Context: an optimization exercise on an open-source flow, tuned for small area. The choices shown serve that exercise and are no tape-out recipe. In this exercise RTL edits were held to simulation tests only and were not proved equivalent to the original. Power figures rest on the tool's default switching activity, not on a simulated workload.

$ cat config.mk
export PLATFORM = sky130hd
export DESIGN_NAME = RNG
export DESIGN_NICKNAME = RNG
export VERILOG_FILES = /design/flow/design.v
export SDC_FILE = /design/flow/constraint.sdc
export NUM_CORES = 4
export LEC_CHECK = 0
export CAP_MARGIN = 20
export CORE_MARGIN = 2
export CORE_UTILIZATION = 40
export CTS_BUF_LIST = sky130_fd_sc_hd__clkbuf_8
export CTS_CLUSTER_DIAMETER = 80
export CTS_CLUSTER_SIZE = 14
export PLACE_DENSITY = 0.6
export SLEW_MARGIN = 20
$ cat constraint.sdc
create_clock -name core_clock -period 5.0 [get_ports {CLK}]
set_input_delay 1.0000 -clock core_clock [delete_from_list [all_inputs] [get_ports {CLK}]]
set_output_delay 1.0000 -clock core_clock [all_outputs]
set_load 0.01 [all_outputs]
$ cat design.v
`timescale 1ns / 1ps
module RNG(
    input               CLK,
    input               RST,
    input               RND_IN,
    output reg [7:0]    OUT,
    output reg          WE,
    input               FULL
);
reg [7:0]           RND_DAT;
reg [2:0]           RND_SHIFT;
reg                 RND_CNT;
reg                 tog;
reg                 rd;
reg                 rd_ok;
reg                 init;
reg [10:0]          C;
wire                h    = C[0];
wire [3:0]          Q    = C[4:1];
wire [3:0]          G    = C[8:5];
wire                warm = C[10];
reg [7:0]           sbuf;        
reg [3:0]           sc;          
reg                 sact;        
wire edge_in  = RND_IN && !tog;
wire done     = warm && G[3];
wire cons     = !init && !done && rd;
wire cap      = cons && h;
wire cap_last = cap && (Q == 4'd12) && (G == 4'd7);
wire step     = init && !FULL;
wire mix      = init && FULL && rd;
always @(posedge CLK)
begin
    if (!RST) begin
        rd_ok <= 0;
        init <= 0;
        WE <= 0;
    end else begin
        rd_ok <= cons | mix;
        WE <= step;
        if (done)
            init <= 1;
    end
end
always @(posedge CLK)
begin
    if (!RST)
        C <= 0;
    else if (edge_in && RND_SHIFT == 0 && !warm)
        C <= C + 1;
    else if (cons) begin
        C[0] <= !h;
        if (h) begin
            if (Q == 4'd12) begin
                C[4:1] <= 0;
                C[8:5] <= G + 1;
            end else
                C[4:1] <= Q + 1;
        end
    end else if (mix)
        C[4:1] <= Q + 1;
end
always @(posedge CLK)
begin
    if (!RST) begin
        RND_SHIFT <= 0;
        tog <= 0;
        rd <= 0;
        RND_CNT <= 0;
        RND_DAT <= 0;
    end else begin
        RND_CNT <= !RND_CNT;
        if (rd_ok)
            rd <= 0;
        if (RND_IN == 0) begin
            tog <= 0;
        end else if (tog == 0) begin
            tog <= 1;
            RND_SHIFT <= RND_SHIFT + 1;
            RND_DAT[RND_SHIFT] <= RND_DAT[RND_SHIFT] ^ RND_CNT;
            if (RND_SHIFT == 0 && warm)
                rd <= 1;
        end
    end
end
always @(posedge CLK)
begin
    if (!RST)
        sact <= 0;
    else if (cap)
        sact <= 1;
    else if (sc == 4'd15)
        sact <= 0;
end
always @(posedge CLK)
begin
    sc <= cap ? 4'd0 : sc + 4'd1;
    sbuf <= cap ? RND_DAT : {sbuf[0], sbuf[7:1]};
end
wire [7:0] o_bit;
genvar g;
generate
for (g = 0; g < 8; g = g + 1) begin : gen
    localparam [3:0] B1 = (g % 4 == 0) ? 3 : (g % 4 == 1) ? 1 : (g % 4 == 2) ? 0 : 7;
    localparam [3:0] B2 = (g % 4 == 0) ? 4 : (g % 4 == 1) ? 6 : (g % 4 == 2) ? 2 : 0;
    reg [63:0] r0;
    reg [64:0] r1;
    reg [65:0] r2;
    wire here  = sact && (G == g) && (Q != 0);
    wire here12 = sact && (G == g + 1) && (Q == 0);
    wire s0 = here && (Q <= 4'd4);
    wire s1 = here && ((Q >= 4'd5 && Q <= 4'd8) || (Q == 4'd9 && sc == B1));
    wire s2 = (here && ((Q == 4'd9 && !sc[3]) || Q >= 4'd10)) ||
              (g != 7 && here12 && (!sc[3] || sc == B2 + 8 || sc == B2 + 9));
    wire e2 = step || s2;
    wire e0 = (step && !r2[0]) || s0;
    wire e1 = (step && r2[0]) || s1;
    wire m0 = mix && (Q == g);
    wire m1 = mix && (Q == g + 8);
    wire f0 = r0[0] ^ r0[1] ^ r0[3] ^ r0[4];
    wire f1 = r1[0] ^ r1[18];
    wire f2 = r2[0] ^ r2[1] ^ r2[9] ^ r2[10];
    assign o_bit[g] = r0[0] ^ r1[0];
    always @(posedge CLK) begin
        if (e0) begin
            r0[63] <= init ? f0 : sbuf[0];
            r0[62:10] <= r0[63:11];
            r0[1:0] <= r0[2:1];
        end
        if (e0 || m0)
            r0[9:2] <= ({8{e0}} & r0[10:3]) | ({8{m0}} & RND_DAT);
        if (e1) begin
            r1[64] <= init ? f1 : sbuf[0];
            r1[63:10] <= r1[64:11];
            r1[1:0] <= r1[2:1];
        end
        if (e1 || m1)
            r1[9:2] <= ({8{e1}} & r1[10:3]) | ({8{m1}} & RND_DAT);
    end
    if (g != 7) begin : l2
        always @(posedge CLK)
            if (e2)
                r2 <= {init ? f2 : sbuf[0], r2[65:1]};
    end else begin : l2
        always @(posedge CLK) begin
            if (e2)
                r2[55:0] <= {init ? r2[56] : sbuf[0], r2[55:1]};
            if (cap_last)
                r2[65:56] <= {RND_DAT[1:0], RND_DAT};
            else if (e2)
                r2[65:56] <= {f2, r2[65:57]};
        end
    end
end
endgenerate
always @(posedge CLK)
    OUT <= o_bit;
endmodule
$ cat run.sh
#!/bin/bash
# synth_recipe.tcl (not shown) runs the flow's synth.tcl, then flattens the netlist and writes it again
# the make line also repeats each setting of config.mk as NAME=value (left out here)
make -C /OpenROAD-flow-scripts/flow DESIGN_CONFIG=/design/flow/config.mk WORK_HOME=/design/flow/orfs CLKGATE_MAP_FILE= SYNTH_SCRIPT=/design/flow/synth_recipe.tcl finish
==> results of run 1 <==
## worst max-delay path, stage by stage (launching register included)
cell,delay [ns]
dfxtp_1,0.60
inv_1,0.13
ha_1,0.30
nor2b_1,0.18
o41ai_2,0.76
nor2_1,0.20
a221o_2,0.49
buf_4,0.37
## placed cells by master, fill, tap and decap left out, drive strengths merged, types with 7 or more instances in the layout
cell,count
a21oi,32
a22o,129
and2,28
buf,37
clkbuf,135
clkdlybuf4s50,12
dfxtp,49
edfxtp,1560
ha,19
inv,86
mux2,17
nand2,40
nand3,18
nor2,25
nor2b,12
o21ai,24
o22ai,7
or2,18
xnor2,32
xor2,42
## sequential cells by signal, summed over array words and instances, names as in the netlist
register,cells
OUT,8
sc,4
rd_ok,1
rd,1
RND_CNT,1
init,1
sbuf,8
gen.r2,528
tog,1
C,11
RND_SHIFT,3
sact,1
gen.r1,520
gen.r0,512
WE,1
RND_DAT,8
## area by class of cell
cell class,count,area (um2)
well taps,1742,2180
fillers,10800,72600
repair buffers,49,398
diodes,1,2.50
clock buffers,135,1860
inverters,14,52.6
multi-input cells,514,4150
flip-flops and latches,1609,47800
clock inverters,77,374
## layer usage
| layer | vias up | track usage, % | share of wire, % |
|---|---|---|---|
| met5 | - | 0 | 0.018 |
| met4 | 2 | 4.74 | 3.1 |
| met3 | 159 | 2.60 | 4.6 |
| met2 | 423 | 15.0 | 43 |
| met1 | 10000 | 16.0 | 49 |
| li1 | 8930 | - | - |
## worst max-delay path by stage
stage	from	to	slack [ns]	cells after the start
final	C[2]	gen[6].r2[34]	1.57	7
after global routing	C[2]	gen[3].r2[43]	1.43	7
after CTS	C[2]	gen[6].r2[54]	1.65	7
after detailed placement	FULL	gen[0].r0[42]	1.30	5
after global placement	FULL	gen[0].r0[43]	1.45	5
after floorplan	C[1]	gen[3].r2[0]	0.18	6
## power groups by stage
stage | clock network (mW) | registers, mW | logic (mW)
after floorplan | 0 | 14.9 | 0.0873
after global placement | 0 | 14.9 | 0.102
after detailed placement | 0 | 14.9 | 0.105
after CTS | 6.91 | 14.6 | 0.106
after global routing | 7.37 | 14.6 | 0.116
final | 6.52 | 14.6 | 0.107
## stage by stage
step / cell area (um2) / utilization, % / hold WS, ns / power [mW] / setup slack, ns
6_report: 56800 / 43.9 / 0.390 / 21.2 / 1.57
5_1_grt: 56800 / 43.9 / 0.402 / 22.0 / 1.43
4_1_cts: 56800 / 43.9 / 0.390 / 21.6 / 1.65
3_5_place_dp: 54600 / 42.2 / 0.405 / 15.0 / 1.30
3_3_place_gp: 54600 / 42.2 / 0.401 / 15.0 / 1.45
2_1_floorplan: 52200 / - / 0.400 / 14.9 / 0.183
## logic make-up after synthesis
family	share of synthesized area (%)
AO/OA/AOI/OAI	3.70
XOR/XNOR	1.26
adder cells (fa/ha/maj)	0.455
buffers and inverters	0.597
flip-flops	91.6
multiplexers	0.537
AND/OR/NAND/NOR	1.88
==> key figures, run 1 <==
Global route
  – Largest net degree at the start of global routing: 67
  – Total gr overflow: 0
  – Vias in the first global route: 19,400
  – GRT Resource Usage Total: 10.7%
  – First-pass GRT wire length: 112 mm
  – Initial antenna violation count: 2

Clock tree
  – TritonCTS sink count: 1,609
  – Setup Fix Bufs, Post-CTS: 0
  – CTS Buf Count: 133
  – Post-CTS resize count: 0
  – Clock latency (worst-skew pair): 0.85 ns
  – CTS tree: yes
  – Worst-path clk slew: 0.10 ns
  – CTS hold repair buffers: 0
  – CTS root buffer: clkbuf_8
  – H-Tree Depth: 4
  – Clock tree buffer depth: 3

Timing
  – Unrepaired setup endpoints after global routing: false
  – Setup violators final: 0
  – Tcrit/Tclk final: 68.6%
  – Hold Vio Cnt, Final: 0
  – Tmin final: 3.43 ns
  – Slew Limit Headroom: 36.7%
  – Tightest Pin Transition: 0.939 ns
  – Worst Clk Skew: 0.0493 ns
  – TNS Setup: 0 ns
  – Fmax: 0.292 GHz
  – Final Max Slew Viols: 0

Synth
  – Asr flop ratio synth: 0%
  – Syn_area_per_cell: 23.8 um2
  – #FFs+latches synth: 1,609
  – Cell taking the most area after synthesis: edfxtp_1
  – List of most frequent post-synthesis cells: edfxtp_1 (1,560), a22o_1 (129), dfxtp_1 (49), xor2_1 (42), nand2_1 (38)
  – Netlist cell types: 68
  – Sequential-to-total area share from yosys stat: 91.6%
  – Synth area leaders: edfxtp_1 (90%), a22o_1 (2.2%), dfxtp_1 (1.9%)
  – Synthesis Warnings: 1
  – Mapped cell area: 0.0522 mm2
  – Most frequent cell after synthesis: edfxtp_1
  – Most used flip-flop cell after synthesis: edfxtp_1
  – Post-synth EDFFs: 1,560
  – Mapped Nets: 2,218
  – Yosys top cell area share: 89.7%
  – Mapped Cells: 2,195

Hold path
  – Min-delay src: gen[3].r1[32]
  – Hold Crit Class: flop to flop
  – Hold Path Depth: 0
  – Hold EP: gen[3].r1[31]

Placed design
  – DP HPWL: 35.2 mm
  – Inst Count DP: 3,928
  – I/O Buffers: 12
  – GP Congestion: 0.820

Floorplan
  – Starting Density: 40.3%
  – Die area: 0.133 mm2
  – Placement Rows: 132
  – Die X: 365 um
  – IO Pins: 13
  – Die height: 365 um
  – Core ar.: 0.129 mm2

Layout
  – Fin cells: 4,141
  – Nets: 2,344
  – Area grow syn2layout: 8.84%
  – Layout cells sized above 1: 11.3%

Worst setup path
  – Setup slack, reg-to-reg: 1.57 ns
  – CP max FO: 66
  – CP endpoint kind: flop
  – Cells on worst reg2reg path: 7
  – Critical path type: flop to flop
  – Critical Path AT: 3.92 ns
  – CP startpoint kind: flop
  – Reg-to-reg startpoint: C[2]
  – Worst Path Required: 5.49 ns
  – Worst flop-to-flop path endpoint: gen[6].r2[34]

Power and ir drop
  – Reg power frac: 68.7%
  – Net Sw Frac: 19.2%
  – Leak: 16.8 nW
  – Power share of the clock group: 30.8%
  – PwrDens: 373 mW/mm2
  – VDD IR-drop max: 0.000252 V
  – Sw power: 4.07 mW
  – Combinational Power Share: 0.5%
  – Cell Int Power: 17.1 mW

Routing
  – 1st-pass router iterations: 5
  – DR vias: 19,500
  – Routed wire length: 71.3 mm
  – Remaining DRCs: 0
  – Via density: 4.72
  – Antenna Nets Post-Route: 0
  – Initial DRC Count: 1,926
  – Routed WL per cell: 17.2 um

Flow run
  – MaxCap Viol Count: 0

Outcome
  – Status: no timing/DRC/antenna violations
==> inputs of run 2 (changes only) <==
--- a/config.mk
+++ b/config.mk
@@ -11,5 +11,5 @@
 export CTS_BUF_LIST = sky130_fd_sc_hd__clkbuf_8
 export CTS_CLUSTER_DIAMETER = 80
-export CTS_CLUSTER_SIZE = 14
+export CTS_CLUSTER_SIZE = 16
 export PLACE_DENSITY = 0.6
 export SLEW_MARGIN = 20
==> key figures, run 2 <==
Outcome
  – Status: no timing/DRC/antenna violations

Synth
  – Most frequent cell after synthesis: edfxtp_1
  – Mapped cell area: 0.0522 mm2
  – Syn_area_per_cell: 23.8 um2
  – List of most frequent post-synthesis cells: edfxtp_1 (1,560), a22o_1 (129), dfxtp_1 (49), xor2_1 (42), nand2_1 (38)
  – Netlist cell types: 68
  – Sequential-to-total area share from yosys stat: 91.6%
  – Most used flip-flop cell after synthesis: edfxtp_1
  – Asr flop ratio synth: 0%
  – Mapped Cells: 2,195
  – Mapped Nets: 2,218
  – #FFs+latches synth: 1,609
  – Post-synth EDFFs: 1,560
  – Synthesis Warnings: 1
  – Cell taking the most area after synthesis: edfxtp_1
  – Synth area leaders: edfxtp_1 (90%), a22o_1 (2.2%), dfxtp_1 (1.9%)
  – Yosys top cell area share: 89.7%

Placed design
  – I/O Buffers: 12
  – DP HPWL: 35.2 mm
  – GP Congestion: 0.820
  – Inst Count DP: 3,928

Clock tree
  – Worst-path clk slew: 0.12 ns
  – TritonCTS sink count: 1,609
  – Setup Fix Bufs, Post-CTS: 0
  – CTS root buffer: clkbuf_8
  – Post-CTS resize count: 0
  – CTS tree: yes
  – CTS Buf Count: 111
  – Clock latency (worst-skew pair): 0.84 ns
  – Clock tree buffer depth: 3
  – CTS hold repair buffers: 0
  – H-Tree Depth: 3

Power and ir drop
  – Leak: 16.7 nW
  – PwrDens: 365 mW/mm2
  – VDD IR-drop max: 0.000196 V

Global route
  – Total gr overflow: 0
  – Vias in the first global route: 19,300
  – Initial antenna violation count: 2
  – GRT Resource Usage Total: 10.6%
  – Largest net degree at the start of global routing: 67
  – First-pass GRT wire length: 111 mm

Timing
  – Tmin final: 3.44 ns
  – Worst Clk Skew: 0.0681 ns
  – Tightest Pin Transition: 0.945 ns
  – Hold Vio Cnt, Final: 0
  – Fmax: 0.290 GHz
  – TNS Setup: 0 ns
  – Unrepaired setup endpoints after global routing: false
  – Tcrit/Tclk final: 68.9%
  – Final Max Slew Viols: 0
  – Slew Limit Headroom: 36.1%
  – Setup violators final: 0

Layout
  – Nets: 2,322
  – Most common cell after layout, fill and taps aside: edfxtp_1
  – Sequential standard cell area: 0.0478 mm2
  – Number of flip-flops under the largest register name: 528
  – Commonest non-fill, non-tap cells in the layout: edfxtp_1 (1,560), a22o_1 (128), clkbuf_8 (113), inv_1 (90), dfxtp_1 (44)
  – # fillers: 10,800
  – Multi-input logic area: 0.00415 mm2
  – Largest registers: gen.r2: 528 flops, gen.r1: 520 flops, gen.r0: 512 flops
  – Fin cells: 4,125
  – Area grow syn2layout: 8.21%
  – Largest Register: gen.r2
  – Layout cells sized above 1: 10.2%

Worst setup path
  – Worst Path Required: 5.44 ns
  – Crit-path slowest cell: o41ai_2
  – Buf/Inv on CP: 2
  – CP Depth: 7
  – CP startpoint kind: flop
  – CP max FO: 66
  – CP endpoint kind: flop
  – Setup slack, reg-to-reg: 1.56 ns
  – Cells on worst reg2reg path: 7
  – Critical path type: flop to flop
  – Cell family with most CP delay: compound AO/OA/AOI/OAI gates
  – Reg-to-reg startpoint: C[2]
  – CP max stage delay: 0.76 ns
  – Worst flop-to-flop path endpoint: gen[6].r2[34]
  – Critical Path AT: 3.89 ns
  – Critical Path, Cell by Cell: inv_1 > ha_1 > nor2b_1 > o41ai_2 > nor2_1 > a221o_2 > buf_4

Hold path
  – Hold Crit Class: flop to flop
  – Hold EP: gen[4].r1[15]
  – Hold Path Depth: 0
  – Min-delay src: gen[4].r1[16]

Floorplan
  – Core ar.: 0.129 mm2
  – Placement Rows: 132
  – IO Pins: 13
  – Die height: 365 um
  – Die X: 365 um
  – Starting Density: 40.3%
  – Die area: 0.133 mm2

Routing
  – Remaining DRCs: 0
  – Initial DRC Count: 1,934
  – Via density: 4.72
  – Antenna Nets Post-Route: 0
  – 1st-pass router iterations: 5
  – Routed WL per cell: 17.2 um
  – DR vias: 19,500
  – Routed wire length: 71.1 mm

Flow run
  – MaxCap Viol Count: 0
run 2: logic make-up (layout without fill, tap and decap cells):
group	after synthesis	in the layout	share of synthesized area [%]
DFF	1609	1609	91.6
buffers and inverters	72	259	0.597
xor gates and xnor gates	74	74	1.26
adders and majority gates	19	19	0.455
muxes	23	23	0.537
other	0	1	0
AOI/OAI and AO/OA	223	223	3.70
and+or+nand+nor	175	175	1.88
run 2: cell type report:
type | count | area share, %
Sequential cell | 1609 | 84.6
Multi-Input combinational cell | 514 | 7.34
Tap cell | 1742 | 3.86
Clock buffer | 113 | 2.75
Timing Repair Buffer | 49 | 0.704
Clock inverter | 83 | 0.609
Inverter | 14 | 0.0930
Antenna cell | 1 | 0.00443
run 2: worst max path at each step:
stage	endpoint	slack, ns	start
2_1_floorplan	gen[3].r2[0]	0.18	C[1]
3_3_place_gp	gen[0].r0[43]	1.45	FULL
3_5_place_dp	gen[0].r0[42]	1.30	FULL
4_1_cts	gen[6].r2[23]	1.62	C[2]
5_1_grt	gen[3].r2[42]	1.37	C[2]
6_report	gen[6].r2[34]	1.56	C[2]
run 2: stage by stage:
| step | cell area [um2] | setup slack [ns] | utilization, % | total power [mW] | hold WS (ns) |
|---|---|---|---|---|---|
| floorplan | 52200 | 0.183 | - | 14.9 | 0.400 |
| CTS | 56500 | 1.62 | 43.6 | 21.0 | 0.396 |
| global route | 56500 | 1.37 | 43.6 | 21.4 | 0.413 |
| finish | 56500 | 1.56 | 43.6 | 20.6 | 0.396 |
| detailed placement | 54600 | 1.30 | 42.2 | 15.0 | 0.405 |
| global placement | 54600 | 1.45 | 42.2 | 15.0 | 0.401 |
run 2: power breakdown:
| part | internal (mW) | switching, mW |
|---|---|---|
| Clock | 2.12 | 3.82 |
| Sequential | 14.5 | 0.0196 |
| Combinational | 0.0391 | 0.0691 |
run 2: worst reg2reg max path, cell delays in order, from the launching register on:
cell	delay, ns
dfxtp_1	0.60
inv_1	0.13
ha_1	0.30
nor2b_1	0.18
o41ai_2	0.76
nor2_1	0.18
a221o_2	0.48
buf_4	0.35
run 2: per-layer routing:
metal	GRT usage [%]	wire length, um
met5	0	13
met4	4.33	2060
met3	2.30	3380
met2	15.0	30400
met1	15.9	35300
==> inputs of run 3 (changes only) <==
--- a/design.v
+++ b/design.v
@@ -20,4 +20,5 @@
 wire [3:0]          G    = C[8:5];
 wire                warm = C[10];
+wire                P    = RND_CNT;
 reg [7:0]           sbuf;        
 reg [3:0]           sc;          
@@ -30,4 +31,6 @@
 wire step     = init && !FULL;
 wire mix      = init && FULL && rd;
+wire [7:0] RP = RND_DAT ^ {8{P}};
+wire       SP = sbuf[0] ^ P;
 always @(posedge CLK)
 begin
@@ -113,7 +116,8 @@
     wire s2 = (here && ((Q == 4'd9 && !sc[3]) || Q >= 4'd10)) ||
               (g != 7 && here12 && (!sc[3] || sc == B2 + 8 || sc == B2 + 9));
+    wire sel = r2[0] ^ P;
     wire e2 = step || s2;
-    wire e0 = (step && !r2[0]) || s0;
-    wire e1 = (step && r2[0]) || s1;
+    wire e0 = (step && !sel) || s0;
+    wire e1 = (step && sel) || s1;
     wire m0 = mix && (Q == g);
     wire m1 = mix && (Q == g + 8);
@@ -122,32 +126,24 @@
     wire f2 = r2[0] ^ r2[1] ^ r2[9] ^ r2[10];
     assign o_bit[g] = r0[0] ^ r1[0];
+    wire [63:0] n0 = {init ? f0 ^ P : SP, r0[63:1]};
+    wire [64:0] n1 = {init ? f1 ^ P : SP, r1[64:1]};
     always @(posedge CLK) begin
-        if (e0) begin
-            r0[63] <= init ? f0 : sbuf[0];
-            r0[62:10] <= r0[63:11];
-            r0[1:0] <= r0[2:1];
-        end
-        if (e0 || m0)
-            r0[9:2] <= ({8{e0}} & r0[10:3]) | ({8{m0}} & RND_DAT);
-        if (e1) begin
-            r1[64] <= init ? f1 : sbuf[0];
-            r1[63:10] <= r1[64:11];
-            r1[1:0] <= r1[2:1];
-        end
-        if (e1 || m1)
-            r1[9:2] <= ({8{e1}} & r1[10:3]) | ({8{m1}} & RND_DAT);
+        r0[63:10] <= ~(e0 ? n0[63:10] : r0[63:10]);
+        r0[1:0]   <= ~(e0 ? n0[1:0]   : r0[1:0]);
+        r0[9:2]   <= ~(e0 ? n0[9:2]   : m0 ? RP : r0[9:2]);
+        r1[64:10] <= ~(e1 ? n1[64:10] : r1[64:10]);
+        r1[1:0]   <= ~(e1 ? n1[1:0]   : r1[1:0]);
+        r1[9:2]   <= ~(e1 ? n1[9:2]   : m1 ? RP : r1[9:2]);
     end
     if (g != 7) begin : l2
+        wire [65:0] n2 = {init ? f2 ^ P : SP, r2[65:1]};
         always @(posedge CLK)
-            if (e2)
-                r2 <= {init ? f2 : sbuf[0], r2[65:1]};
+            r2 <= ~(e2 ? n2 : r2);
     end else begin : l2
+        wire [55:0] n2l = {init ? r2[56] : SP, r2[55:1]};
+        wire [9:0]  n2h = {f2 ^ P, r2[65:57]};
         always @(posedge CLK) begin
-            if (e2)
-                r2[55:0] <= {init ? r2[56] : sbuf[0], r2[55:1]};
-            if (cap_last)
-                r2[65:56] <= {RND_DAT[1:0], RND_DAT};
-            else if (e2)
-                r2[65:56] <= {f2, r2[65:57]};
+            r2[55:0] <= ~(e2 ? n2l : r2[55:0]);
+            r2[65:56] <= ~(cap_last ? {RP[1:0], RP} : e2 ? n2h : r2[65:56]);
         end
     end
==> flow/run.sh (new file) <==
#!/bin/bash
# Standard layout, with one extra step between synthesis and floorplan:
# flow/remap.py maps each 2:1 mux of the synthesized netlist (mostly the
# flip-flops' next-state muxes) to an OR-AND-invert cell with a shared
# select inverter, which is smaller than the mux cell ABC picks.
# Registers and the rest of the flow are the standard ones.
set -euo pipefail
R=orfs/results/sky130hd/RNG/base

bash standard.sh synth > synth.log 2>&1
cp $R/1_2_yosys.v 1_2_yosys.orig.v
python3 flow/remap.py $R/1_2_yosys.v > remap.log 2>&1
rm -f $R/1_synth.odb $R/1_synth.sdc
bash standard.sh > layout.log 2>&1
==> flow/remap.py (new file) <==
#!/usr/bin/env python3
"""Remap 2:1 muxes of a synthesized sky130hd netlist to OR-AND cells.

mux2i_N (Y = ~(S ? A1 : A0)) becomes o22ai_1 (Y = ~((A1|A2) & (B1|B2)))
with A1 = ~S, A2 = A1, B1 = S, B2 = A0; mux2_N becomes o22a_1 the same way.
~S comes from one inverter per select net, shared by all its muxes.
The function of every cell output is unchanged; registers are untouched.
usage: remap.py NETLIST (rewritten in place)
"""
import re
import sys

path = sys.argv[1]
text = open(path).read()

inst_re = re.compile(r"^(\s*)sky130_fd_sc_hd__(mux2i|mux2)_(\d+)\s+(\S+)\s*\((.*?)\);",
                     re.M | re.S)
pin_re = re.compile(r"\.(\w+)\((.*?)\)\s*(?:,|$)", re.S)

inv_of = {}
counts = {"mux2i": 0, "mux2": 0}


def net(v):
    # an escaped identifier keeps the space that ends it
    v = v.strip()
    return v + " " if v.startswith("\\") else v


def sn(net):
    if net not in inv_of:
        inv_of[net] = "remap_sn_%d" % len(inv_of)
    return inv_of[net]


def repl(m):
    ind, kind, _, name, body = m.groups()
    pins = {p: net(v) for p, v in pin_re.findall(body.strip())}
    s, a0, a1 = pins["S"], pins["A0"], pins["A1"]
    counts[kind] += 1
    if kind == "mux2i":
        cell, out = "o22ai_1", ("Y", pins["Y"])
    else:
        cell, out = "o22a_1", ("X", pins["X"])
    conn = [("A1", sn(s)), ("A2", a1), ("B1", s), ("B2", a0), out]
    body = ",\n".join("%s    .%s(%s)" % (ind, p, v) for p, v in conn)
    return "%ssky130_fd_sc_hd__%s %s (\n%s\n%s);" % (ind, cell, name, body, ind)


text = inst_re.sub(repl, text)

decl = "".join("  wire %s;\n" % w for w in inv_of.values())
invs = "".join(
    "  sky130_fd_sc_hd__inv_1 remap_inv_%d (\n    .A(%s),\n    .Y(%s)\n  );\n" % (i, net, w)
    for i, (net, w) in enumerate(inv_of.items()))
m = re.search(r"^module\s+\w+\s*\(.*?\);\n", text, re.M | re.S)
text = text[:m.end()] + decl + text[m.end():]
text = re.sub(r"^endmodule", invs + "endmodule", text, count=1, flags=re.M)
open(path, "w").write(text)
print("remapped %d mux2i and %d mux2 cells, added %d inverters"
      % (counts["mux2i"], counts["mux2"], len(inv_of)))
==> standard.sh (new file) <==
#!/bin/bash
# synth_recipe.tcl (not shown) runs the flow's synth.tcl, then flattens the netlist and writes it again
# the make line also repeats each setting of config.mk as NAME=value (left out here)
make -C /OpenROAD-flow-scripts/flow DESIGN_CONFIG=/design/flow/config.mk WORK_HOME=/design/flow/orfs CLKGATE_MAP_FILE= SYNTH_SCRIPT=/design/flow/synth_recipe.tcl "${@:-finish}"
--- a/config.mk
+++ b/config.mk
@@ -11,5 +11,5 @@
 export CTS_BUF_LIST = sky130_fd_sc_hd__clkbuf_8
 export CTS_CLUSTER_DIAMETER = 80
-export CTS_CLUSTER_SIZE = 16
+export CTS_CLUSTER_SIZE = 14
 export PLACE_DENSITY = 0.6
 export SLEW_MARGIN = 20
removed: run.sh
==> key figures, run 3 <==
Outcome
  – Status: no timing/DRC/antenna violations

Layout
  – Largest registers: gen.r2: 528 flops, gen.r1: 520 flops, gen.r0: 512 flops
  – # fillers: 11,300
  – Final instance area: 0.0518 mm2
  – Most common cell after layout, fill and taps aside: dfxtp_1
  – Area grow syn2layout: 7.90%
  – Layout cells sized above 1: 6.49%
  – Finished Core Util: 43.4%
  – Commonest non-fill, non-tap cells in the layout: dfxtp_1 (1,607), o22ai_1 (1,527), inv_1 (198), clkbuf_8 (137), a21oi_1 (84)
  – Number of flip-flops under the largest register name: 528
  – Nets: 4,214
  – Largest Register: gen.r2

Power and ir drop
  – Leak: 19.7 nW
  – Sw power: 4.70 mW
  – Net Sw Frac: 22.2%
  – VDD IR-drop max: 0.000224 V
  – Combinational Power Share: 3.6%
  – Cell Int Power: 16.5 mW
  – Reg power frac: 65.6%
  – Power share of the clock group: 30.7%
  – PwrDens: 409 mW/mm2

Worst setup path
  – CP startpoint kind: flop
  – Worst Path Required: 5.72 ns
  – Worst setup path start: C[2]
  – Buf/Inv on CP: 2
  – Critical Path, Cell by Cell: inv_1 > ha_1 > nor3b_2 > nor3_2 > nand2_1 > o221ai_4 > inv_1 > o22ai_1
  – Cells on worst reg2reg path: 8
  – CP max stage delay: 0.73 ns
  – Critical Path AT: 4.35 ns
  – CP endpoint kind: flop
  – Crit-path slowest cell: o221ai_4
  – Setup slack, reg-to-reg: 1.37 ns
  – Worst flop-to-flop path endpoint: gen[2].r2[8]
  – CP most frequent cell: inv_1
  – Cell family with most CP delay: simple AND/OR/NAND/NOR gates
  – Critical path type: flop to flop
  – Reg-to-reg startpoint: C[2]
  – CP max FO: 32

Clock tree
  – CTS hold repair buffers: 0
  – Clock tree buffer depth: 3
  – Setup Fix Bufs, Post-CTS: 0
  – CTS root buffer: clkbuf_8
  – Worst-path clk slew: 0.09 ns
  – CTS tree: yes
  – Clock latency (worst-skew pair): 0.81 ns
  – H-Tree Depth: 4
  – Post-CTS resize count: 0
  – CTS Buf Count: 134
  – TritonCTS sink count: 1,609

Floorplan
  – Core ar.: 0.119 mm2
  – Die area: 0.123 mm2
  – Die height: 351 um
  – Placement Rows: 127
  – Die X: 351 um
  – Starting Density: 40.2%
  – IO Pins: 13

Global route
  – Initial antenna violation count: 3
  – First-pass GRT wire length: 141 mm
  – GRT Resource Usage Total: 13.3%
  – Total gr overflow: 0
  – Vias in the first global route: 29,000
  – Largest net degree at the start of global routing: 74

Timing
  – Fmax: 0.275 GHz
  – Hold Vio Cnt, Final: 0
  – Worst Clk Skew: 0.0335 ns
  – Final Max Slew Viols: 0
  – Setup violators final: 0
  – Tcrit/Tclk final: 72.6%
  – TNS Setup: 0 ns
  – Tightest Pin Transition: 1.15 ns
  – Tmin final: 3.63 ns
  – Slew Limit Headroom: 22.7%
  – Unrepaired setup endpoints after global routing: false

Placed design
  – I/O Buffers: 12
  – DP HPWL: 51.7 mm
  – DP Area: 0.0498 mm2
  – GP Congestion: 0.823

Routing
  – Initial DRC Count: 1,660
  – Antenna Nets Post-Route: 0
  – Routed WL per cell: 14.2 um
  – Remaining DRCs: 0
  – Routed wire length: 82.9 mm
  – Via density: 5.33
  – 1st-pass router iterations: 5
  – DR vias: 31,100

Hold path
  – Min-delay src: gen[1].r1[29]
  – Hold Crit Class: flop to flop
  – Hold Path Depth: 1
  – Hold EP: gen[1].r1[28]

Synth
  – Mapped cell area: 0.0480 mm2
  – Mapped Nets: 4,204
  – Mapped Cells: 4,181
  – Synthesis Warnings: 1
  – Syn_area_per_cell: 11.5 um2

Flow run
  – MaxCap Viol Count: 0
[run 3: changes by cell type in the layout (fill, tap and decap cells not counted), moves of 31 or more]
cell      change
a211oi_1     +31
a22o_1      -128
xnor2_1      +39
edfxtp_1   -1560
buf_4        +36
a21oi_1      +53
o22ai_1    +1527
o21ai_0      +33
dfxtp_1    +1563
o22a_1       +72
inv_1       +108
nor2_1       +55
[run 3: worst max path at each step]
| stage | to | cells after the start |
|---|---|---|
| global route | gen[2].r2[18] | 8 |
| floorplan | gen[3].r2[25] | 8 |
| CTS | gen[2].r2[20] | 8 |
| global placement | gen[6].r1[29] | 7 |
| finish | gen[2].r2[8] | 8 |
| detailed placement | gen[6].r1[15] | 7 |
[run 3: area by class of cell]
cell class | instances | area, um2 | share of cell area [%]
Sequential cell | 1609 | 32200 | 62.1
Tap cell | 1612 | 2020 | 3.89
Antenna cell | 5 | 12.5 | 0.0241
Clock buffer | 137 | 1890 | 3.64
Inverter | 200 | 751 | 1.45
Multi-Input combinational cell | 2156 | 14000 | 27.0
Timing Repair Buffer | 90 | 768 | 1.48
Clock inverter | 17 | 184 | 0.355
[run 3: stage by stage]
step	setup WS, ns	total power [mW]	hold WS, ns	instances
floorplan	2.57	14.7	0.409	4181
global placement	1.27	15.0	0.415	5667
detailed placement	1.17	15.0	0.422	5667
CTS	1.36	21.6	0.402	5821
global route	1.06	22.2	0.423	5826
finish	1.37	21.2	0.407	5826
[run 3: per-layer routing]
metal  global-route usage [%]  vias to the layer above  wire length (um)
met5                        0                        -                27
met4                     4.99                        4              2180
met3                     2.63                      150              2930
met2                     20.1                      331             35000
met1                     18.7                    14500             42700
li1                         -                    16100                 -
[run 3: power groups by stage]
stage          Combinational, mW  Sequential, mW  Clock (mW)
4_1_cts                    0.778            13.9        6.87
6_report                   0.772            13.9        6.51
3_5_place_dp               0.778            14.2           0
2_1_floorplan              0.604            14.1           0
5_1_grt                    0.870            14.0        7.32
3_3_place_gp               0.742            14.2           0
==> inputs of run 4 (changes only) <==
==> flow/remap.py (replaced) <==
#!/usr/bin/env python3
"""Remap 2:1 muxes of a synthesized sky130hd netlist to OR-AND cells.

mux2i_N (Y = ~(S ? A1 : A0)) becomes o22ai_1 (Y = ~((A1|A2) & (B1|B2)))
with A1 = ~S, A2 = A1, B1 = S, B2 = A0; mux2_N becomes o22a_1 the same way.
A select net driven through a tree of buffers is traced back to the
tree's root, which then drives the muxes directly, and ~S comes from one
inverter per root; buffers left without loads are removed.  The placer's
repair step buffers these nets again as their loads need.
The function of every cell output is unchanged; registers are untouched.
usage: remap.py NETLIST (rewritten in place)
"""
import re
import sys

path = sys.argv[1]
text = open(path).read()

inst_re = re.compile(r"^([ \t]*)sky130_fd_sc_hd__(\w+)\s+(\\\S+\s|\S+)\s*\((.*?)\);[ \t]*\n",
                     re.M | re.S)
pin_re = re.compile(r"\.(\w+)\((.*?)\)\s*(?:,|$)", re.S)
OUTS = ("X", "Y", "Q", "Q_N", "HI", "LO", "COUT", "SUM")


def net(v):
    # an escaped identifier keeps the space that ends it
    v = v.strip()
    return v + " " if v.startswith("\\") else v


insts = []
for m in inst_re.finditer(text):
    ind, cell, name, body = m.groups()
    pins = [(p, net(v)) for p, v in pin_re.findall(body.strip())]
    insts.append({"span": m.span(), "ind": ind, "cell": cell, "name": name.strip(),
                  "pins": pins, "keep": True})

driver = {}
loads = {}
for i, ins in enumerate(insts):
    for p, v in ins["pins"]:
        if p in OUTS:
            driver[v] = i
        else:
            loads.setdefault(v, []).append(i)

# nets used outside cell instances (ports, assigns) must stay
other = "\n".join(re.findall(r"^\s*(?:assign|input|output)\b.*$", text, re.M))


def is_buf(i):
    return re.fullmatch(r"(clk)?buf_\d+", insts[i]["cell"]) is not None


def root(s):
    while s in driver and is_buf(driver[s]):
        s = dict(insts[driver[s]]["pins"])["A"]
    return s


inv_of = {}
counts = {"mux2i": 0, "mux2": 0}


def sn(r):
    if r not in inv_of:
        inv_of[r] = "remap_sn_%d" % len(inv_of)
    return inv_of[r]


for ins in insts:
    kind = ins["cell"].rsplit("_", 1)[0]
    if kind not in counts:
        continue
    pins = dict(ins["pins"])
    counts[kind] += 1
    s = pins["S"]
    r = root(s)
    if r != s:
        loads[s].remove(insts.index(ins))
        loads.setdefault(r, []).append(insts.index(ins))
    if kind == "mux2i":
        ins["cell"], out = "o22ai_1", ("Y", pins["Y"])
    else:
        ins["cell"], out = "o22a_1", ("X", pins["X"])
    ins["pins"] = [("A1", sn(r)), ("A2", pins["A1"]), ("B1", r), ("B2", pins["A0"]), out]

# drop buffers that no longer drive anything
removed = 0
changed = True
while changed:
    changed = False
    for i, ins in enumerate(insts):
        if not ins["keep"] or not is_buf(i):
            continue
        o = dict(ins["pins"])
        o = o.get("X", o.get("Y"))
        if loads.get(o) or re.search(r"(?<![\w$\\.\[])" + re.escape(o.strip()) + r"(?![\w$\[])", other):
            continue
        ins["keep"] = False
        removed += 1
        a = dict(ins["pins"])["A"]
        loads[a] = [j for j in loads[a] if j != i]
        changed = True

out = []
pos = 0
for ins in insts:
    a, b = ins["span"]
    out.append(text[pos:a])
    pos = b
    if ins["keep"]:
        body = ",\n".join("%s    .%s(%s)" % (ins["ind"], p, v) for p, v in ins["pins"])
        out.append("%ssky130_fd_sc_hd__%s %s (\n%s\n%s);\n"
                   % (ins["ind"], ins["cell"], ins["name"] + (" " if ins["name"].startswith("\\") else ""),
                      body, ins["ind"]))
out.append(text[pos:])
text = "".join(out)

decl = "".join("  wire %s;\n" % w for w in inv_of.values())
invs = "".join(
    "  sky130_fd_sc_hd__inv_1 remap_inv_%d (\n    .A(%s),\n    .Y(%s)\n  );\n" % (i, r, w)
    for i, (r, w) in enumerate(inv_of.items()))
m = re.search(r"^module\s+\w+\s*\(.*?\);\n", text, re.M | re.S)
text = text[:m.end()] + decl + text[m.end():]
m = re.search(r"^endmodule", text, re.M)
text = text[:m.start()] + invs + text[m.start():]
open(path, "w").write(text)
print("remapped %d mux2i and %d mux2 cells, added %d inverters, removed %d buffers"
      % (counts["mux2i"], counts["mux2"], len(inv_of), removed))
--- a/config.mk
+++ b/config.mk
@@ -8,8 +8,8 @@
 export CAP_MARGIN = 20
 export CORE_MARGIN = 2
-export CORE_UTILIZATION = 40
+export CORE_UTILIZATION = 55
 export CTS_BUF_LIST = sky130_fd_sc_hd__clkbuf_8
-export CTS_CLUSTER_DIAMETER = 80
-export CTS_CLUSTER_SIZE = 14
-export PLACE_DENSITY = 0.6
+export CTS_CLUSTER_DIAMETER = 60
+export CTS_CLUSTER_SIZE = 18
+export PLACE_DENSITY = 0.7
 export SLEW_MARGIN = 20
==> key figures, run 4 <==
Synth
  – Mapped cell area: 0.0464 mm2
  – Mapped Cells: 3,876
  – Synthesis Warnings: 1
  – Mapped Nets: 3,899
  – Syn_area_per_cell: 12.0 um2

Layout
  – Largest registers: gen.r2: 528 flops, gen.r1: 520 flops, gen.r0: 512 flops
  – Finished Core Util: 60.4%
  – Nets: 4,030
  – Commonest non-fill, non-tap cells in the layout: dfxtp_1 (1,605), o22ai_1 (1,527), clkbuf_8 (116), a21oi_1 (84), nor2_1 (79)
  – Most common cell after layout, fill and taps aside: dfxtp_1
  – Final instance area: 0.0505 mm2
  – Number of flip-flops under the largest register name: 528
  – Fin cells: 5,127
  – Layout cells sized above 1: 6.38%
  – Area grow syn2layout: 8.78%
  – Largest Register: gen.r2

Power and ir drop
  – Final Total Pwr: 21.0 mW
  – VDD IR-drop max: 0.000249 V
  – PwrDens: 416 mW/mm2
  – Leak: 18.8 nW

Timing
  – Hold Vio Cnt, Final: 0
  – Final Max Slew Viols: 0
  – Fmax: 0.286 GHz
  – Final WS setup: 1.50 ns
  – Tmin final: 3.50 ns
  – Unrepaired setup endpoints after global routing: false
  – Setup violators final: 0
  – Slew Limit Headroom: 24.4%
  – Worst Clk Skew: 0.0375 ns
  – Tightest Pin Transition: 1.13 ns
  – Tcrit/Tclk final: 70.0%

Worst setup path
  – Setup slack, reg-to-reg: 1.50 ns
  – Critical Path, Cell by Cell: inv_4 > ha_1 > nand2b_1 > a31oi_2 > nand2_1 > o221ai_4 > clkinv_1 > buf_4 > o22ai_1
  – Crit-path slowest cell: clkinv_1
  – Critical path type: flop to flop
  – Cells on worst reg2reg path: 9
  – Worst flop-to-flop path endpoint: gen[2].r2[21]
  – CP endpoint kind: flop
  – CP max stage delay: 0.66 ns
  – CP max FO: 37
  – Reg-to-reg startpoint: C[2]
  – Critical Path AT: 4.15 ns
  – CP startpoint kind: flop
  – Worst Path Required: 5.65 ns

Routing
  – Remaining DRCs: 0
  – Routed WL per cell: 15.8 um
  – Initial DRC Count: 1,769
  – DR vias: 30,700
  – Routed wire length: 81.2 mm
  – Antenna Nets Post-Route: 0
  – 1st-pass router iterations: 5
  – Via density: 5.98

Outcome
  – Status: no timing/DRC/antenna violations

Clock tree
  – H-Tree Depth: 3
  – CTS hold repair buffers: 0
  – Clock latency (worst-skew pair): 0.76 ns
  – CTS root buffer: clkbuf_8
  – Setup Fix Bufs, Post-CTS: 0
  – CTS tree: yes
  – Worst-path clk slew: 0.10 ns
  – TritonCTS sink count: 1,609
  – CTS Buf Count: 106
  – Clock tree buffer depth: 3
  – Post-CTS resize count: 0

Placed design
  – Pre-CTS setup slack: 1.02 ns
  – DP Area: 0.0485 mm2
  – DP HPWL: 47.2 mm
  – I/O Buffers: 12
  – Inst Count DP: 4,978
  – GP Congestion: 0.861

Hold path
  – Min-delay src: gen[0].r1[45]
  – Hold Path Depth: 1
  – Hold EP: gen[0].r1[44]
  – Hold Crit Class: flop to flop

Flow run
  – MaxCap Viol Count: 0

Floorplan
  – Starting Density: 55.5%
  – Core ar.: 0.0836 mm2
  – IO Pins: 13
  – Die area: 0.0867 mm2
  – Die height: 294 um
  – Placement Rows: 106
  – Die X: 294 um

Global route
  – Total gr overflow: 0
  – Initial antenna violation count: 2
  – GRT Resource Usage Total: 18.3%
  – Largest net degree at the start of global routing: 73
  – First-pass GRT wire length: 136 mm
  – Vias in the first global route: 28,200
run 4: per-layer routing:
| metal | vias to the layer above | wire [um] | track usage [%] |
|---|---|---|---|
| li1 | 15700 | - | - |
| met2 | 324 | 35700 | 29.2 |
| met1 | 14500 | 41100 | 25.9 |
| met4 | 2 | 1770 | 5.08 |
| met5 | - | 13 | 0 |
| met3 | 125 | 2540 | 2.98 |
run 4: worst max-delay path, delay by kind of cell (launching register included):
family,cells,cell delay [ns]
simple gates,2,0.40
fa+ha+maj,1,0.36
compound gates,3,0.94
buf+inv,3,1.29
flops,1,0.39
run 4: final cells by class:
type	count	area [um2]
antenna	1	2.50
clock buffer	116	1600
clock inverter	31	373
fill	6808	33100
inverter	54	208
multi-input combinational	2156	14000
sequential	1609	32200
tap	1080	1350
timing repair buffer	80	668
run 4: worst max-delay path by stage:
stage	start	end	cells after the start
after floorplan	C[2]	gen[7].r1[0]	8
after global placement	FULL	gen[0].r0[9]	6
after detailed placement	FULL	gen[0].r0[9]	6
after CTS	C[2]	gen[2].r2[28]	9
after global routing	C[2]	gen[2].r2[10]	9
final	C[2]	gen[2].r2[21]	9
run 4: metrics by stage:
| step | TNS (ns) | hold WS (ns) |
|---|---|---|
| global route | 0 | 0.428 |
| global placement | 0 | 0.415 |
| floorplan | -294.53 | 0.408 |
| finish | 0 | 0.419 |
| detailed placement | 0 | 0.420 |
| CTS | 0 | 0.419 |
run 4: where the power goes:
part / internal, mW / switching (mW)
clock network: 2.50 / 3.78
logic: 0.422 / 0.372
registers: 13.5 / 0.395
==> inputs of run 5 (changes only) <==
--- a/config.mk
+++ b/config.mk
@@ -8,8 +8,8 @@
 export CAP_MARGIN = 20
 export CORE_MARGIN = 2
-export CORE_UTILIZATION = 55
+export CORE_UTILIZATION = 40
 export CTS_BUF_LIST = sky130_fd_sc_hd__clkbuf_8
-export CTS_CLUSTER_DIAMETER = 60
-export CTS_CLUSTER_SIZE = 18
-export PLACE_DENSITY = 0.7
+export CTS_CLUSTER_DIAMETER = 80
+export CTS_CLUSTER_SIZE = 14
+export PLACE_DENSITY = 0.6
 export SLEW_MARGIN = 20
==> key figures, run 5 <==
Outcome
  – Status: no timing/DRC/antenna violations

Worst setup path
  – Critical path type: flop to flop
  – Worst flop-to-flop path endpoint: gen[2].r2[35]
  – CP max FO: 50
  – Setup slack, reg-to-reg: 1.58 ns
  – Worst Path Required: 5.66 ns
  – CP startpoint kind: flop
  – Reg-to-reg startpoint: C[4]
  – CP endpoint kind: flop
  – Cells on worst reg2reg path: 6
  – Critical Path AT: 4.07 ns

Clock tree
  – TritonCTS sink count: 1,609
  – CTS hold repair buffers: 0
  – CTS root buffer: clkbuf_8
  – Worst-path clk slew: 0.09 ns
  – CTS tree: yes
  – Clock latency (worst-skew pair): 0.82 ns
  – Clock tree buffer depth: 3
  – CTS Buf Count: 133
  – Post-CTS resize count: 0
  – Setup Fix Bufs, Post-CTS: 0
  – H-Tree Depth: 4

Floorplan
  – Die X: 345 um
  – Starting Density: 40.5%
  – Die area: 0.119 mm2
  – IO Pins: 13
  – Core ar.: 0.115 mm2
  – Die height: 345 um
  – Placement Rows: 124

Layout
  – Most common cell after layout, fill and taps aside: dfxtp_1
  – Commonest non-fill, non-tap cells in the layout: dfxtp_1 (1,605), o22ai_1 (1,527), clkbuf_8 (135), a21oi_1 (84), nor2_1 (80)
  – Largest registers: gen.r2: 528 flops, gen.r1: 520 flops, gen.r0: 512 flops
  – Number of flip-flops under the largest register name: 528
  – Largest Register: gen.r2
  – # fillers: 10,700
  – Nets: 4,056
  – Area grow syn2layout: 10.1%
  – Finished Core Util: 44.5%
  – Layout cells sized above 1: 6.74%

Synth
  – Mapped Cells: 3,876
  – Syn_area_per_cell: 12.0 um2
  – Synthesis Warnings: 1
  – Mapped cell area: 0.0464 mm2
  – Mapped Nets: 3,899

Routing
  – Routed WL per cell: 14.9 um
  – DR vias: 30,600
  – Initial DRC Count: 1,740
  – Routed wire length: 82.9 mm
  – Remaining DRCs: 0
  – Via density: 5.50
  – 1st-pass router iterations: 6
  – Antenna Nets Post-Route: 0

Power and ir drop
  – PwrDens: 414 mW/mm2
  – Power share of the clock group: 30.4%
  – Combinational Power Share: 3.8%
  – Net Sw Frac: 22.1%
  – Reg power frac: 65.8%
  – VDD IR-drop max: 0.000179 V
  – Cell Int Power: 16.5 mW
  – Leak: 18.8 nW
  – Sw power: 4.67 mW

Global route
  – Initial antenna violation count: 3
  – Total gr overflow: 0
  – Vias in the first global route: 28,300
  – First-pass GRT wire length: 138 mm
  – Largest net degree at the start of global routing: 73
  – GRT Resource Usage Total: 13.6%

Hold path
  – Min-delay src: gen[6].r1[7]
  – Hold Crit Class: flop to flop
  – Hold Path Depth: 1
  – Hold EP: gen[6].r1[6]

Timing
  – Final Max Slew Viols: 0
  – Setup violators final: 0
  – Fmax: 0.293 GHz
  – Tcrit/Tclk final: 68.3%
  – Tightest Pin Transition: 1.06 ns
  – Worst Clk Skew: 0.0351 ns
  – TNS Setup: 0 ns
  – Hold Vio Cnt, Final: 0
  – Unrepaired setup endpoints after global routing: false
  – Slew Limit Headroom: 29.2%
  – Tmin final: 3.42 ns

Placed design
  – GP Congestion: 0.831
  – I/O Buffers: 12
  – DP HPWL: 47.7 mm

Flow run
  – MaxCap Viol Count: 0
[run 5: power groups by stage]
stage / combinational (mW) / clock (mW) / sequential [mW]
global route: 0.894 / 7.20 / 14.0
global placement: 0.766 / 0 / 14.2
finish: 0.794 / 6.44 / 13.9
CTS: 0.802 / 6.78 / 13.9
floorplan: 0.609 / 0 / 14.1
detailed placement: 0.799 / 0 / 14.2
[run 5: area by class of cell]
| class | instances | area, um2 | share of cell area [%] |
|---|---|---|---|
| antenna | 2 | 5.00 | 0.00980 |
| tap | 1512 | 1890 | 3.70 |
| timing repair buffer | 79 | 656 | 1.28 |
| multi-input combinational | 2156 | 14100 | 27.5 |
| inverter | 54 | 208 | 0.407 |
| clock inverter | 18 | 176 | 0.345 |
| clock buffer | 135 | 1860 | 3.64 |
| sequential | 1609 | 32200 | 63.1 |
[run 5: worst max-delay path, cell delays in order, from the launching register on]
cell and delay [ns]:
dfxtp_1 0.78, nor3b_4 0.18, nor3_2 0.69, nand2_1 0.30, o221ai_4 0.59, buf_4 0.54, o22ai_1 0.16
[run 5: stage by stage]
stage               std cells  power (mW)  hold WS (ns)  worst slack (ns)  cell area, um2
floorplan                3876        14.7         0.408             -1.06           46500
global placement         5409        15.0         0.415              1.20           49000
detailed placement       5409        15.0         0.422              1.16           49000
CTS                      5562        21.5         0.407              1.61           51000
global route             5564        22.1         0.429              1.38           51100
finish                   5565        21.2         0.406              1.58           51100
[run 5: metal layers]
| layer | up-vias | wire, um | track usage [%] |
|---|---|---|---|
| met5 | - | 27 | 0 |
| met4 | 4 | 1990 | 4.84 |
| met3 | 144 | 3150 | 2.74 |
| met2 | 367 | 35500 | 21.0 |
| met1 | 14300 | 42300 | 19.0 |
| li1 | 15800 | - | - |
[run 5: worst max path at each step]
stage                     to  start
2_1_floorplan   gen[7].r1[0]   C[2]
3_3_place_gp   gen[0].r1[37]   FULL
3_5_place_dp   gen[0].r1[35]   FULL
4_1_cts         gen[2].r2[2]   C[4]
5_1_grt        gen[2].r2[56]   C[4]
6_report       gen[2].r2[35]   C[4]
==> inputs of run 6 (changes only) <==
--- a/design.v
+++ b/design.v
@@ -122,4 +122,6 @@
     wire m0 = mix && (Q == g);
     wire m1 = mix && (Q == g + 8);
+    wire h0 = !(e0 || m0);
+    wire h1 = !(e1 || m1);
     wire f0 = r0[0] ^ r0[1] ^ r0[3] ^ r0[4];
     wire f1 = r1[0] ^ r1[18];
@@ -131,8 +133,8 @@
         r0[63:10] <= ~(e0 ? n0[63:10] : r0[63:10]);
         r0[1:0]   <= ~(e0 ? n0[1:0]   : r0[1:0]);
-        r0[9:2]   <= ~(e0 ? n0[9:2]   : m0 ? RP : r0[9:2]);
+        r0[9:2]   <= ~(({8{e0}} & n0[9:2]) | ({8{m0}} & RP) | ({8{h0}} & r0[9:2]));
         r1[64:10] <= ~(e1 ? n1[64:10] : r1[64:10]);
         r1[1:0]   <= ~(e1 ? n1[1:0]   : r1[1:0]);
-        r1[9:2]   <= ~(e1 ? n1[9:2]   : m1 ? RP : r1[9:2]);
+        r1[9:2]   <= ~(({8{e1}} & n1[9:2]) | ({8{m1}} & RP) | ({8{h1}} & r1[9:2]));
     end
     if (g != 7) begin : l2
--- a/config.mk
+++ b/config.mk
@@ -8,8 +8,8 @@
 export CAP_MARGIN = 20
 export CORE_MARGIN = 2
-export CORE_UTILIZATION = 40
+export CORE_UTILIZATION = 55
 export CTS_BUF_LIST = sky130_fd_sc_hd__clkbuf_8
-export CTS_CLUSTER_DIAMETER = 80
-export CTS_CLUSTER_SIZE = 14
-export PLACE_DENSITY = 0.6
+export CTS_CLUSTER_DIAMETER = 60
+export CTS_CLUSTER_SIZE = 18
+export PLACE_DENSITY = 0.7
 export SLEW_MARGIN = 20
==> key figures, run 6 <==
Outcome
  – Status: no timing/DRC/antenna violations

Worst setup path
  – Crit-path slowest cell: clkinv_1
  – CP most frequent cell: buf_4
  – CP max stage delay: 0.77 ns
  – Critical Path AT: 4.46 ns
  – CP max FO: 37
  – Critical path type: flop to flop
  – CP endpoint kind: flop
  – Critical Path, Cell by Cell: inv_1 > ha_1 > nor2b_1 > o41ai_4 > buf_4 > o21ai_1 > a21oi_4 > clkinv_1 > buf_4 > o22ai_1
  – CP startpoint kind: flop
  – Worst Path Required: 5.69 ns

Flow run
  – MaxCap Viol Count: 0

Global route
  – First-pass GRT wire length: 136 mm
  – Initial antenna violation count: 2
  – GRT Resource Usage Total: 18.2%
  – Vias in the first global route: 28,500
  – Largest net degree at the start of global routing: 68
  – Total gr overflow: 0

Layout
  – Largest registers: gen.r2: 528 flops, gen.r1: 520 flops, gen.r0: 512 flops
  – Most common cell after layout, fill and taps aside: dfxtp_1
  – Largest Register: gen.r2
  – Layout cells sized above 1: 6.64%
  – Area grow syn2layout: 8.53%
  – Final instance area: 0.0503 mm2
  – Commonest non-fill, non-tap cells in the layout: dfxtp_1 (1,607), o22ai_1 (1,416), nor2_1 (148), a221oi_1 (128), clkbuf_8 (111)
  – Nets: 3,999
  – Number of flip-flops under the largest register name: 528
  – Finished Core Util: 60.2%

Placed design
  – GP Congestion: 0.864
  – I/O Buffers: 12
  – DP HPWL: 47.5 mm
  – Pre-CTS setup slack: 1.07 ns
  – DP Area: 0.0484 mm2

Timing
  – Setup violators final: 0
  – Final Max Slew Viols: 0
  – Fmax: 0.265 GHz
  – Slew Limit Headroom: 24.8%
  – Final WS setup: 1.23 ns
  – Tightest Pin Transition: 1.11 ns
  – Unrepaired setup endpoints after global routing: false
  – Worst Clk Skew: 0.0526 ns
  – Tcrit/Tclk final: 75.4%
  – Hold Vio Cnt, Final: 0
  – Tmin final: 3.77 ns

Power and ir drop
  – PwrDens: 415 mW/mm2
  – VDD IR-drop max: 0.000274 V
  – Leak: 18.6 nW
  – Final Total Pwr: 20.9 mW

Routing
  – Routed wire length: 80.8 mm
  – Initial DRC Count: 1,658
  – Routed WL per cell: 15.9 um
  – Remaining DRCs: 0
  – 1st-pass router iterations: 7
  – Via density: 5.99
  – DR vias: 30,500
  – Antenna Nets Post-Route: 0

Clock tree
  – Worst-path clk slew: 0.10 ns
  – Post-CTS resize count: 0
  – Clock tree buffer depth: 3
  – Clock latency (worst-skew pair): 0.76 ns
  – CTS Buf Count: 106
  – CTS tree: yes
  – CTS root buffer: clkbuf_8
  – Setup Fix Bufs, Post-CTS: 0
  – CTS hold repair buffers: 0
  – H-Tree Depth: 3
  – TritonCTS sink count: 1,609

Floorplan
  – Die height: 294 um
  – Core ar.: 0.0836 mm2
  – IO Pins: 13
  – Placement Rows: 106
  – Starting Density: 55.5%
  – Die area: 0.0866 mm2
  – Die X: 294 um

Synth
  – Mapped Nets: 3,877
  – Mapped cell area: 0.0463 mm2
  – Synthesis Warnings: 1
  – Syn_area_per_cell: 12.0 um2
  – Mapped Cells: 3,855

Hold path
  – Hold Crit Class: flop to flop
-- run 6: changes by cell type in the layout (fill, tap and decap cells not counted), sizes merged, moves of 24 or more --
cell    delta
a21oi     -35
nor2      +74
clkbuf    -24
a211oi    -29
a221oi   +127
o22a      -54
o22ai    -105
-- run 6: final timing paths --
| path | from | endpoint | slack [ns] | cells past startpoint |
|---|---|---|---|---|
| worst max-delay path | C[2] | gen[4].r2[21] | 1.23 | 10 |
| worst max register to register | C[2] | gen[4].r2[21] | 1.23 | 10 |
| worst min register to register | gen[6].r1[43] | gen[6].r1[42] | 0.41 | 1 |
| worst min-delay path | gen[6].r1[43] | gen[6].r1[42] | 0.41 | 1 |
-- run 6: worst max-delay path: cells and delay by family, from the launching register on --
family | cells | cell delay (ns)
AO/OA/AOI/OAI | 4 | 0.87
flip-flops | 1 | 0.57
AND/OR/NAND/NOR | 1 | 0.22
adder cells (fa/ha/maj) | 1 | 0.35
buffers and inverters | 4 | 1.68
-- run 6: stage by stage --
stage                     setup TNS [ns]  hold slack (ns)  cells
after global routing                   0            0.425   5090
after CTS                              0            0.402   5088
after global placement                 0            0.416   4948
after floorplan                  -387.87            0.412   3855
final                                  0            0.407   5091
after detailed placement               0            0.423   4948
-- run 6: layer usage --
layer / vias to the layer above / routed length, um / GRT usage (%)
met5: - / 0 / 0
li1: 15500 / - / -
met2: 380 / 35100 / 28.9
met4: 0 / 1800 / 4.95
met1: 14400 / 41000 / 25.6
met3: 116 / 2940 / 3.24
-- run 6: area by class of cell --
cell class                      instances  area [um2]
Antenna cell                            2        5.00
Clock buffer                          111        1530
Clock inverter                         29         375
Fill cell                            6748       33300
Inverter                               53         199
Multi-Input combinational cell       2117       13900
Sequential cell                      1609       32200
Tap cell                             1080        1350
Timing Repair Buffer                   90         751
-- run 6: power by group --
group / total (mW) / internal (mW) / switching (mW)
Combinational: 0.732 / 0.393 / 0.339
Clock: 6.17 / 2.38 / 3.79
Sequential: 14.0 / 13.6 / 0.415
==> inputs of run 7 (changes only) <==
==> flow/run.sh (replaced) <==
#!/bin/bash
# Standard layout, with one extra step between synthesis and floorplan:
# flow/resyn.ys re-maps the combinational logic of the standard synthesis
# for area (see there); the registers and the rest of the flow are
# the standard ones.
set -euo pipefail
R=orfs/results/sky130hd/RNG/base
YOSYS=$FLOW_HOME/../tools/install/yosys/bin/yosys
[[ -x $YOSYS ]] || YOSYS=yosys

bash standard.sh synth > synth.log 2>&1
cp $R/1_2_yosys.v 1_2_yosys.std.v
$YOSYS -l resyn.log -s flow/resyn.ys > /dev/null 2>&1
cp 1_2_yosys.resyn.v $R/1_2_yosys.v
rm -f $R/1_synth.odb $R/1_synth.sdc
bash standard.sh > layout.log 2>&1
==> flow/area.abc (new file) <==
strash; dch; amap; topo
==> flow/resyn.ys (new file) <==
# Re-map the combinational logic of the standard synthesis for area.
# The flip-flops are kept as they are (same instances, names and cells):
# their cells are read as black boxes, every other cell as its liberty
# function, and ABC maps the logic between them with an area-oriented
# script.  The 2:1 mux cells are left out of the mapping, which makes ABC
# build the flip-flops' next-state muxes from OR-AND-invert cells with a
# shared inverted select, which are smaller.
read_liberty -ignore_miss_func /OpenROAD-flow-scripts/flow/platforms/sky130hd/lib/sky130_fd_sc_hd__tt_025C_1v80.lib
blackbox sky130_fd_sc_hd__df* sky130_fd_sc_hd__edf* sky130_fd_sc_hd__sdf* sky130_fd_sc_hd__dl*
read_verilog 1_2_yosys.std.v
hierarchy -top RNG
flatten
opt_clean
stat
abc -liberty /OpenROAD-flow-scripts/flow/platforms/sky130hd/lib/sky130_fd_sc_hd__tt_025C_1v80.lib -dont_use *mux2* -dont_use *lpflow* -dont_use *probe* -script flow/area.abc
opt_clean
stat -liberty /OpenROAD-flow-scripts/flow/platforms/sky130hd/lib/sky130_fd_sc_hd__tt_025C_1v80.lib
write_verilog -noattr 1_2_yosys.resyn.v
--- a/config.mk
+++ b/config.mk
@@ -8,8 +8,8 @@
 export CAP_MARGIN = 20
 export CORE_MARGIN = 2
-export CORE_UTILIZATION = 55
+export CORE_UTILIZATION = 62
 export CTS_BUF_LIST = sky130_fd_sc_hd__clkbuf_8
-export CTS_CLUSTER_DIAMETER = 60
-export CTS_CLUSTER_SIZE = 18
-export PLACE_DENSITY = 0.7
+export CTS_CLUSTER_DIAMETER = 50
+export CTS_CLUSTER_SIZE = 22
+export PLACE_DENSITY = 0.75
 export SLEW_MARGIN = 20
removed: flow/remap.py
==> key figures, run 7 <==
Timing
  – Setup violators final: 0
  – Final Max Slew Viols: 0
  – TNS Setup: 0 ns
  – Worst Clk Skew: 0.0418 ns
  – Slew Limit Headroom: 21.8%
  – Tightest Pin Transition: 1.17 ns
  – Unrepaired setup endpoints after global routing: false
  – Fmax: 0.282 GHz
  – Hold Vio Cnt, Final: 0
  – Tcrit/Tclk final: 71.0%
  – Tmin final: 3.55 ns
  – Hold_ws: 0.438 ns
  – Final WS setup: 1.45 ns

Synth
  – Mapped cell area: 0.0450 mm2
  – Syn_area_per_cell: 12.2 um2
  – Synthesis Warnings: 1
  – Mapped Nets: 3,701
  – Mapped Cells: 3,697

Global route
  – Total gr overflow: 0
  – Largest net degree at the start of global routing: 69
  – Vias in the first global route: 28,200
  – First-pass GRT wire length: 134 mm
  – Initial antenna violation count: 5
  – GRT Resource Usage Total: 20.8%

Clock tree
  – TritonCTS sink count: 1,609
  – CTS tree: yes
  – CTS Buf Count: 109
  – Clock tree buffer depth: 3
  – Post-CTS resize count: 0
  – Setup Fix Bufs, Post-CTS: 0
  – H-Tree Depth: 3
  – Worst-path clk slew: 0.12 ns
  – Clock latency (worst-skew pair): 0.75 ns
  – CTS hold repair buffers: 0
  – CTS root buffer: clkbuf_8

Worst setup path
  – Crit-path slowest cell: clkdlybuf4s50_1
  – CP endpoint kind: flop
  – Setup slack, reg-to-reg: 1.49 ns
  – Critical Path AT: 4.20 ns
  – Cells on worst reg2reg path: 10
  – Worst setup path start: RND_IN
  – Critical Path, Cell by Cell: clkdlybuf4s50_1 > clkinv_1 > nor2_1 > clkinv_1 > or2_0 > nor3_1 > clkinv_1 > nor2_1 > nand3_1 > o21ai_0 > and3_1 > nand2_1 > a221oi_1
  – CP startpoint kind: primary input
  – Reg-to-reg startpoint: C[1]
  – Worst Path Required: 5.65 ns
  – CP max FO: 7
  – CP most frequent cell: clkinv_1
  – CP max stage delay: 0.52 ns
  – Worst flop-to-flop path endpoint: gen[1].r2[60]
  – Critical path type: primary input to flop

Layout
  – Multi-input logic area: 0.0128 mm2
  – Nets: 3,887
  – Sequential standard cell area: 0.0322 mm2
  – Fin cells: 4,922
  – Commonest non-fill, non-tap cells in the layout: dfxtp_1 (1,608), o22ai_1 (1,427), nor2_1 (157), a222oi_1 (128), clkbuf_8 (118)
  – Layout cells sized above 1: 7.55%
  – Area grow syn2layout: 10.7%
  – Number of flip-flops under the largest register name: 528
  – Largest Register: gen.r2
  – Finished Core Util: 69.5%
  – Largest registers: gen.r2: 528 flops, gen.r1: 520 flops, gen.r0: 512 flops
  – Most common cell after layout, fill and taps aside: dfxtp_1
  – Final instance area: 0.0498 mm2
  – # fillers: 5,169

Power and ir drop
  – Leak: 18.4 nW
  – Sw power: 5.09 mW
  – Power share of the clock group: 32.8%
  – Combinational Power Share: 3.4%
  – PwrDens: 445 mW/mm2
  – Cell Int Power: 17.0 mW
  – Net Sw Frac: 23.0%
  – Reg power frac: 63.8%
  – VDD IR-drop max: 0.000435 V
  – Final Total Pwr: 22.1 mW

Routing
  – Remaining DRCs: 0
  – Antenna Nets Post-Route: 0
  – 1st-pass router iterations: 10
  – Via density: 6.24
  – DR vias: 30,700
  – Routed wire length: 79.8 mm
  – Initial DRC Count: 2,371
  – Routed WL per cell: 16.2 um

Placed design
  – I/O Buffers: 12
  – GP Congestion: 0.856
  – Pre-CTS setup slack: 0.763 ns
  – Inst Count DP: 4,721
  – DP HPWL: 45.6 mm
  – DP Area: 0.0471 mm2

Floorplan
  – IO Pins: 13
  – Die area: 0.0747 mm2
  – Placement Rows: 98
  – Core ar.: 0.0716 mm2
  – Die X: 273 um
  – Die height: 273 um
  – Starting Density: 62.8%

Hold path
  – Min-delay src: gen[6].r2[65]
  – Hold Path Depth: 1
  – Hold Crit Class: flop to flop
  – Hold EP: gen[6].r2[65]

Flow run
  – MaxCap Viol Count: 0

Outcome
  – Status: no timing/DRC/antenna violations
## run 7: power groups by stage
| stage | clock (mW) | sequential [mW] | combinational [mW] |
|---|---|---|---|
| final | 7.25 | 14.1 | 0.760 |
| after global routing | 7.93 | 14.2 | 0.859 |
| after CTS | 7.46 | 14.1 | 0.763 |
| after detailed placement | 0 | 14.4 | 0.763 |
| after global placement | 0 | 14.4 | 0.712 |
| after floorplan | 0 | 14.3 | 0.579 |
## run 7: worst max path at each step
stage	to	slack [ns]	cells past startpoint
floorplan	gen[2].r0[63]	-0.66	5
global placement	C[8]	0.84	13
detailed placement	C[8]	0.76	13
CTS	gen[6].r2[19]	1.24	11
global route	C[8]	1.08	13
finish	C[8]	1.45	13
## run 7: layout make-up
type	count	share of cell area, %
sequential	1609	64.7
multi-input combinational	2004	25.8
clock buffer	118	3.26
tap	950	2.39
clock inverter	81	1.94
timing repair buffer	75	1.26
inverter	84	0.641
antenna	1	0.00503
## run 7: worst max-delay path, delay by kind of cell
family	cells	cell delay (ns)
AOI/OAI and AO/OA	2	0.58
buffers and inverters	4	0.92
and+or+nand+nor	7	1.68
## run 7: metal layers
metal  wire length, um  vias up  global-route usage [%]
li1                  -    15500                       -
met1             38600    14500                    29.4
met2             35300      580                    32.7
met3              3960      134                    3.71
met4              1860        6                    6.27
met5                41        -                       0

[re-timing with driven ports]
The results above use ideal ports. As a check the final layouts listed here were re-extracted and re-timed, cells and wires unchanged.
Step 1 assumes that a clkbuf_16 drives the clock port and a buf_2 every other input.
Step 2, shift: input delay + t, output delay - t, t = (earliest + latest rising clock arrival at the registers) / 2. This alone moves slack from input paths to output paths.
a / b / c = ideal / step 1 / step 2; a / b = the first two.
run | t, ns | slack for setup (ns) | worst hold slack (ns) | worst setup path after step 2 | pins driven straight from the clock port
run 1 | 0.894 | 1.571 / 1.571 / 1.273 | 0.390 / 0.390 / 0.390 | input to register | 1
run 2 | 0.868 | 1.555 / 1.555 / 1.265 | 0.396 / 0.396 / 0.396 | input to register | 1
run 3 | 0.863 | 1.370 / 1.370 / 1.114 | 0.407 / 0.407 / 0.407 | input to register | 1
run 4 | 0.796 | 1.500 / 1.500 / 0.988 | 0.419 / 0.419 / 0.419 | input to register | 1
run 5 | 0.861 | 1.584 / 1.584 / 1.085 | 0.406 / 0.406 / 0.406 | input to register | 1
run 6 | 0.797 | 1.231 / 1.231 / 0.923 | 0.407 / 0.407 / 0.407 | input to register | 1
run 7 | 0.803 | 1.448 / 1.485 / 0.683 | 0.438 / 0.438 / 0.438 | input to register | 1
After both steps setup and hold are still met in every run listed. For run 7, which loses most, drivers alone change the setup slack by +0.037 ns; drivers and shift together by -0.765 ns.
